Source: an optimization exercise on an open RTL-to-GDS flow (aim: small area). Production flows keep margins and buffers that such runs may drop. Function was checked by simulation only, so behaviour that the tests miss may differ from the original. Power is estimated from default activity; no workload was simulated.

## top
module top(
    input wire clk,
    input wire rst,
    input wire set_password,
    input wire enter,
    input wire test,
    input wire [3:0] row,
    output wire [3:0] col,
    output wire [7:0] led_en,
    output wire led_ca,
    output wire led_cb,
    output wire led_cc,
    output wire led_cd,
    output wire led_ce,
    output wire led_cf,
    output wire led_cg,
    output wire led_dp,
    output wire gled0,
    output wire gled1,
    output wire rled0,
    output wire rled1,
    output wire rled2
);
reg [2:0] c8;
reg [4:0] c25;
reg [2:0] r5;
reg [2:0] dig;
wire e8 = &c8;
wire f200 = e8 & c25[4] & c25[3];                   
wire cnt_end = f200 & r5[2];                        
always @(posedge clk) begin
    if (rst) begin
        c8  <= 3'd0;
        c25 <= 5'd0;
    end else begin
        c8 <= c8 + 3'd1;
        c25 <= (c25[4] & c25[3]) ? 5'd0 : c25 + 5'd1;
    end
end
always @(posedge clk or posedge rst) begin
    if (rst) begin
        r5   <= 3'd0;
        dig  <= 3'd0;
    end else if (f200) begin
        dig <= dig + 3'd1;
        r5  <= r5[2] ? 3'd0 : r5 + 3'd1;
    end
end
wire [1:0] q = dig[1:0] - r5[1:0];
assign led_en = ~(8'd1 << dig);
wire idle;
assign col = idle ? 4'b1111 : ~(4'd1 << q);
reg [3:0] kh, km, kt;
reg lap;
reg f1, f2;
wire [3:0] pe = ~row & ~(kh & {4{lap}});        
wire shift = cnt_end & (q != 2'd0);
wire fire = shift & pe[3] & ~pe[2] & ~pe[1] & ~pe[0];
always @(posedge clk) begin
    if (shift) begin
        kh <= km;
        km <= kt;
        kt <= ~row;
    end
end
always @(posedge clk) begin
    if (rst)
        lap <= 1'b0;
    else if (cnt_end && q == 2'd3)
        lap <= 1'b1;
end
always @(posedge clk) begin
    f1 <= fire & ~rst;
end
  ...
Size in the first run: about 250 cells after synthesis, about 65 flip-flops.
Settings: LEC_CHECK=0, CAP_MARGIN=20, CORE_MARGIN=2, CORE_UTILIZATION=40, SLEW_MARGIN=20; clock period 10.0 ns.
standard.sh (not shown) runs the stock make flow with config.mk's settings and CLKGATE_MAP_FILE= SYNTH_SCRIPT=/design/flow/synth_recipe.tcl, a recipe that flattens the netlist after the stock synthesis.
==> flow/flow/run.sh <==
#!/bin/bash
# Own layout flow: the standard flow (standard.sh) with
#  - synthesis as standard (same script, same registers), except that the
#    combinational logic is not pre-mapped to half/full adder cells
#    (extract_fa skipped) and is mapped by an area-oriented ABC script
#    (flow/area.abc) instead of the speed script,
#  - buf_1 cells as the port buffers,
#  - a clock tree of clkbuf_4 cells without dummy loads.
# Each tool's output goes to its log under orfs/logs; make's output to make_finish.log.
set -euo pipefail
W=$(pwd)
cat > "$W/own_synth.tcl" <<EOF2
proc abc {args} {
  set i [lsearch -exact \$args -script]
  lset args [expr {\$i + 1}] $W/flow/area.abc
  set j [lsearch -exact \$args -D]
  if {\$j >= 0} { lset args [expr {\$j + 1}] 100000 }
  yosys abc {*}\$args
}
proc extract_fa {args} { puts "own flow: extract_fa skipped" }
source $W/synth_recipe.tcl
EOF2
bash standard.sh \
  SYNTH_SCRIPT="$W/own_synth.tcl" \
  BUFFER_PORTS_ARGS="-buffer_cell sky130_fd_sc_hd__buf_1" \
  CTS_ARGS="-sink_clustering_enable -repair_clock_nets -dont_use_dummy_load -buf_list sky130_fd_sc_hd__clkbuf_4" \
  finish > make_finish.log 2>&1
==> flow/flow/area.abc <==
strash
balance -l
resub -K 6 -l
rewrite -l
resub -K 6 -N 2 -l
refactor -l
resub -K 8 -l
balance -l
resub -K 8 -N 2 -l
rewrite -l
resub -K 10 -l
rewrite -z -l
resub -K 10 -N 2 -l
balance -l
resub -K 12 -l
refactor -z -l
resub -K 12 -N 2 -l
rewrite -z -l
balance -l
balance -l
resub -K 6 -l
rewrite -l
resub -K 6 -N 2 -l
refactor -l
resub -K 8 -l
balance -l
resub -K 8 -N 2 -l
rewrite -l
resub -K 10 -l
rewrite -z -l
resub -K 10 -N 2 -l
balance -l
resub -K 12 -l
refactor -z -l
resub -K 12 -N 2 -l
rewrite -z -l
balance -l
&get -n
&dch -f
&nf -R 1000
&put
The first run ran to the end with no violations.
==> next run, changes <==
--- a/flow/flow/run.sh
+++ b/flow/flow/run.sh
@@ -3,4 +3,2 @@
-#  - synthesis as standard (same script, same registers), except that the
-#    combinational logic is not pre-mapped to half/full adder cells
-#    (extract_fa skipped) and is mapped by an area-oriented ABC script
-#    (flow/area.abc) instead of the speed script,
+#  - the combinational logic mapped by an area-oriented ABC script (flow/area.abc);
+#    everything else in synthesis, registers included, is the standard synthesis,
@@ -20 +17,0 @@
-proc extract_fa {args} { puts "own flow: extract_fa skipped" }
What happened: The changed run produced a clean layout. Hold slack is worse by 0.0058 ns. Cell area is higher by a few percent. Wire length went up slightly. Clock-buffer cell count is unchanged. Worst setup slack gets worse by 0.068 ns. Synthesized area climbs by a few percent. Global-route usage is lower by 1.0 points. Combinational power grows by a little under a tenth. Power increases slightly. Sequential power stays flat.

==> re-timing with driven ports <==
Ports are ideal in the flow. The routed layouts listed here were re-timed in OpenROAD.
Step 1: set_driving_cell puts a clkbuf_16 on clk and a buf_2 on each other input, an assumption about the parent block.
Step 2 also shifts input and output timing later by t, the mid clock arrival at the registers, as if the neighbouring blocks saw the same clock.
a / b / c = ideal / step 1 / step 2; a / b = the first two.
run | t, ns | setup WS [ns] | slew at the worst register clock pin (ns)
the first run | 0.408 | 5.999 / 5.973 / 6.381 | 0.11 / 0.11
the second run | 0.421 | 5.930 / 5.907 / 6.328 | 0.10 / 0.10
After both steps every run listed still meets setup and hold.
